What follows belongs to an exercise in optimizing a design on an open flow for small area; a production flow would make more cautious choices.
In this exercise RTL edits were held to simulation tests only and were not proved equivalent to the original.
Power and IR drop assume default switching activity.

==> flow/design.v (excerpt) <==
module ddr4_access_top (
      input  wire         pr_logic_clk_clk,
      input  wire         iopll_locked,
      input  wire         pr_logic_mm_waitrequest,
      input  wire [511:0] pr_logic_mm_readdata,
      input  wire         pr_logic_mm_readdatavalid,
      output reg  [4:0]   pr_logic_mm_burstcount,
      output reg  [511:0] pr_logic_mm_writedata,
      output reg  [30:0]  pr_logic_mm_address,
      output reg          pr_logic_mm_write,
      output reg          pr_logic_mm_read,
      output reg  [63:0]  pr_logic_mm_byteenable,
      output reg          pr_logic_mm_debugaccess,
      input  wire         local_cal_success,
      input  wire         local_cal_fail,
      output wire         ddr4a_global_reset,
      output reg          pr_logic_reset,
      output reg          pr_logic_cra_waitrequest,
      output wire [31:0]  pr_logic_cra_readdata,
      output wire         pr_logic_cra_readdatavalid,
      input  wire [0:0]   pr_logic_cra_burstcount,
      input  wire [31:0]  pr_logic_cra_writedata,
      input  wire [13:0]  pr_logic_cra_address,
      input  wire         pr_logic_cra_write,
      input  wire         pr_logic_cra_read,
      input  wire [3:0]   pr_logic_cra_byteenable,
      input  wire         pr_logic_cra_debugaccess,
      input  wire         pr_logic_reset_reset_n
   );
==> flow/config.mk <==
export PLATFORM = sky130hd
export DESIGN_NAME = ddr4_access_top
export DESIGN_NICKNAME = ddr4_access_top
export VERILOG_FILES = /design/flow/design.v
export SDC_FILE = /design/flow/constraint.sdc
export NUM_CORES = 4
export LEC_CHECK = 0
export CAP_MARGIN = 20
export CORE_AREA = 10 10 290 290
export DIE_AREA = 0 0 300 300
export PLACE_DENSITY = 0.75
export SLEW_MARGIN = 20
==> flow/constraint.sdc <==
create_clock -name core_clock -period 5.0 [get_ports {pr_logic_clk_clk}]
set_input_delay 1.0000 -clock core_clock [delete_from_list [all_inputs] [get_ports {pr_logic_clk_clk}]]
set_output_delay 1.0000 -clock core_clock [all_outputs]
set_load 0.01 [all_outputs]
standard.sh (not shown) runs the stock make flow with config.mk's settings and CLKGATE_MAP_FILE= SYNTH_SCRIPT=/design/flow/synth_recipe.tcl, a recipe that flattens the netlist after the stock synthesis.
==> flow/flow/run.sh <==
#!/bin/bash
# The standard ORFS layout (standard.sh), with these changes:
# - the smallest buffer (buf_1) on every input and output port;
# - pins on met2 and met4 at the top and bottom edges (met3 at the sides);
# - one tie cell per constant instead of one per constant output;
# - a clock tree of small buffers without dummy loads.
set -euo pipefail
export CTS_ARGS="-sink_clustering_enable -repair_clock_nets -dont_use_dummy_load -buf_list {sky130_fd_sc_hd__clkbuf_8 sky130_fd_sc_hd__clkbuf_16} -root_buf sky130_fd_sc_hd__clkbuf_8 -tree_buf sky130_fd_sc_hd__clkbuf_8 -sink_clustering_buffer sky130_fd_sc_hd__clkbuf_16 -sink_clustering_size 30 -sink_clustering_max_diameter 70"
bash standard.sh "BUFFER_PORTS_ARGS=-buffer_cell sky130_fd_sc_hd__buf_1" "IO_PLACER_V=met2 met4" "SKIP_REPAIR_TIE_FANOUT=1" finish > flow_make.log 2>&1
The first run completed and failed the layout checks on setup timing.
Change:
==> flow/flow/run.sh (replaced) <==
#!/bin/bash
# The standard ORFS layout (standard.sh), with these changes:
# - the smallest buffer (buf_1) on every input and output port;
# - pins on met2 and met4 at the top and bottom edges (met3 at the sides);
# - one tie cell per constant instead of one per constant output;
# - a clock tree of small buffers without dummy loads.
set -euo pipefail
export CTS_ARGS="-sink_clustering_enable -repair_clock_nets -dont_use_dummy_load -buf_list sky130_fd_sc_hd__clkbuf_8 -sink_clustering_size 15 -sink_clustering_max_diameter 50"
bash standard.sh "BUFFER_PORTS_ARGS=-buffer_cell sky130_fd_sc_hd__buf_1" "IO_PLACER_V=met2 met4" "SKIP_REPAIR_TIE_FANOUT=1" finish > flow_make.log 2>&1
The changed run completed, yet does not pass: setup timing; clock skew fell by 9.4 ps; die area stays the same; final area is about the same; worst setup slack improved by 34 ps; non-clock buffer count does not change; first-iteration DRC count fell by 5.4%; critical path depth stays the same; global-route usage is about the same; routed wire length is about the same; via count rose by 0.41%.


== run A ==
ddr4_access_top, a different RTL version from the one above (not shown whole).
Size: about 2400 cells after synthesis, about 520 flip-flops, ~1200 I/O pins, ~27000 sq um of cells after synthesis.
==> flow/config.mk <==
export PLATFORM = sky130hd
export DESIGN_NAME = ddr4_access_top
export DESIGN_NICKNAME = ddr4_access_top
export VERILOG_FILES = /design/flow/design.v
export SDC_FILE = /design/flow/constraint.sdc
export NUM_CORES = 4
export LEC_CHECK = 0
export CAP_MARGIN = 20
export CORE_AREA = 10 10 290 290
export DIE_AREA = 0 0 300 300
export PLACE_DENSITY = 0.75
export SLEW_MARGIN = 20
==> flow/constraint.sdc <==
create_clock -name core_clock -period 5.0 [get_ports {pr_logic_clk_clk}]
set_input_delay 1.0000 -clock core_clock [delete_from_list [all_inputs] [get_ports {pr_logic_clk_clk}]]
set_output_delay 1.0000 -clock core_clock [all_outputs]
set_load 0.01 [all_outputs]
==> flow/flow/run.sh <==
#!/bin/bash
# The standard ORFS layout (standard.sh), with these changes:
# - the smallest buffer (buf_1) on every input and output port;
# - pins on met2 and met4 at the top and bottom edges (met3 at the sides);
# - one tie cell per constant instead of one per constant output;
# - a clock tree of small buffers without dummy loads.
set -euo pipefail
export CTS_ARGS="-sink_clustering_enable -repair_clock_nets -dont_use_dummy_load -buf_list sky130_fd_sc_hd__clkbuf_8 -sink_clustering_size 15 -sink_clustering_max_diameter 50"
bash standard.sh "BUFFER_PORTS_ARGS=-buffer_cell sky130_fd_sc_hd__buf_1" "IO_PLACER_V=met2 met4" "SKIP_REPAIR_TIE_FANOUT=1" "SKIP_ANTENNA_REPAIR=1" finish > flow_make.log 2>&1
Run A finished all stages; the layout is clean.
Changes in run B relative to run A:
- DIE_AREA: 0 0 300 300 -> 0 0 280 280
- PLACE_DENSITY: 0.75 -> 0.8
- CORE_AREA: 10 10 290 290 -> 10 10 270 270
==> flow/flow/run.sh <==
#!/bin/bash
# The standard ORFS layout (standard.sh), with these changes:
# - the smallest buffer (buf_1) on every input and output port;
# - pins on met2 and met4 at the top and bottom edges (met3 at the sides);
# - one tie cell per constant instead of one per constant output;
# - a clock tree of small buffers without dummy loads.
set -euo pipefail
export CTS_ARGS="-sink_clustering_enable -repair_clock_nets -dont_use_dummy_load -buf_list {sky130_fd_sc_hd__clkbuf_8 sky130_fd_sc_hd__clkbuf_16} -root_buf sky130_fd_sc_hd__clkbuf_8 -tree_buf sky130_fd_sc_hd__clkbuf_8 -sink_clustering_buffer sky130_fd_sc_hd__clkbuf_16 -sink_clustering_size 25 -sink_clustering_max_diameter 60"
bash standard.sh "BUFFER_PORTS_ARGS=-buffer_cell sky130_fd_sc_hd__buf_1" "IO_PLACER_V=met2 met4" "SKIP_REPAIR_TIE_FANOUT=1" finish > flow_make.log 2>&1
## What came out
- Routed metal-1 wirelength sits lower in run B than in run A.
- Re height of the die: run B is 6.7% down on run A.
- Summary of run B over run A: number of clock buffers inserted by TritonCTS fell 35%; sequential power dropped about 1%.
- Via count for run B: 0.36% down relative to run A
- Non-clock buffer count: run B vs run A, no meaningful difference
- Taking run A as the reference point, the register-to-register slack of run B rises by 0.11 ns.
Setup changes, run B to run C
- DIE_AREA: 0 0 280 280 -> 0 0 300 300
- PLACE_DENSITY: 0.8 -> 0.65
- CORE_AREA: 10 10 270 270 -> 10 10 290 290
diff --git a/flow/flow/run.sh b/flow/flow/run.sh
--- a/flow/flow/run.sh
+++ b/flow/flow/run.sh
@@ -8 +8 @@
-export CTS_ARGS="-sink_clustering_enable -repair_clock_nets -dont_use_dummy_load -buf_list {sky130_fd_sc_hd__clkbuf_8 sky130_fd_sc_hd__clkbuf_16} -root_buf sky130_fd_sc_hd__clkbuf_8 -tree_buf sky130_fd_sc_hd__clkbuf_8 -sink_clustering_buffer sky130_fd_sc_hd__clkbuf_16 -sink_clustering_size 25 -sink_clustering_max_diameter 60"
+export CTS_ARGS="-sink_clustering_enable -repair_clock_nets -dont_use_dummy_load -buf_list sky130_fd_sc_hd__clkbuf_8 -sink_clustering_size 17 -sink_clustering_max_diameter 55"
==> comparison <==
Diff run B -> run C: global-route track usage on met1 now smaller; clock buffer count up 37%; post-layout total power decreased by 0.00024 W relative to the old numbers; total wire length went up 1.4%.
STATUS time the final worst path needs with I/O delays and setup: run C loses against run B
Looking at source of the critical timing path, the wr_seed[2] result is from run B; the wr_seed[11] one comes from run C.
Against run B, floorplan die height in run C rose by a little under 10%.
Relative to run B, half-perimeter wire length of the detailed placement result increased by 1.2% in run C.
Relative to run B, worst-case reg-to-reg path depth has increased by 1 in run C.

[port drivers added, routing unchanged]
The results above use ideal ports. As a check the final layouts listed here were re-extracted and re-timed, cells and wires unchanged. Step 1 sets driving cells, clkbuf_16 on the clock port and buf_2 on the other inputs (assumed; they add their load-dependent delay and slew). Step 2 adds t to the input delays and takes it off the output delays; t is the mean of the earliest and latest rising clock arrival at the registers after step 1. Input paths then give back, and output paths get back, about the clock's delay inside the block. Three values: no drivers, after step 1, after step 2; two values: the first two.
run | shift t [ns] | setup WS [ns] | worst setup path after step 2 | clock arrival spread, ns | worst data-port slew with drivers (ns)
the first run of note 1 | 0.697 | -0.621 / -0.621 / -0.621 | register to register | 0.067 / 0.066 | 0.31
the second run of note 1 | 0.633 | -0.587 / -0.587 / -0.587 | register to register | 0.060 / 0.061 | 0.30
run A | 0.652 | 1.342 / 1.294 / 0.899 | input to register | 0.087 / 0.087 | 0.24
run B | 0.760 | 1.524 / 1.473 / 0.990 | input to register | 0.090 / 0.090 | 0.34
run C | 0.620 | 1.177 / 1.122 / 0.998 | input to register | 0.072 / 0.072 | 0.24
The setup slack of run B, which loses most, moves by -0.051 ns with the drivers and by -0.534 ns with both steps.
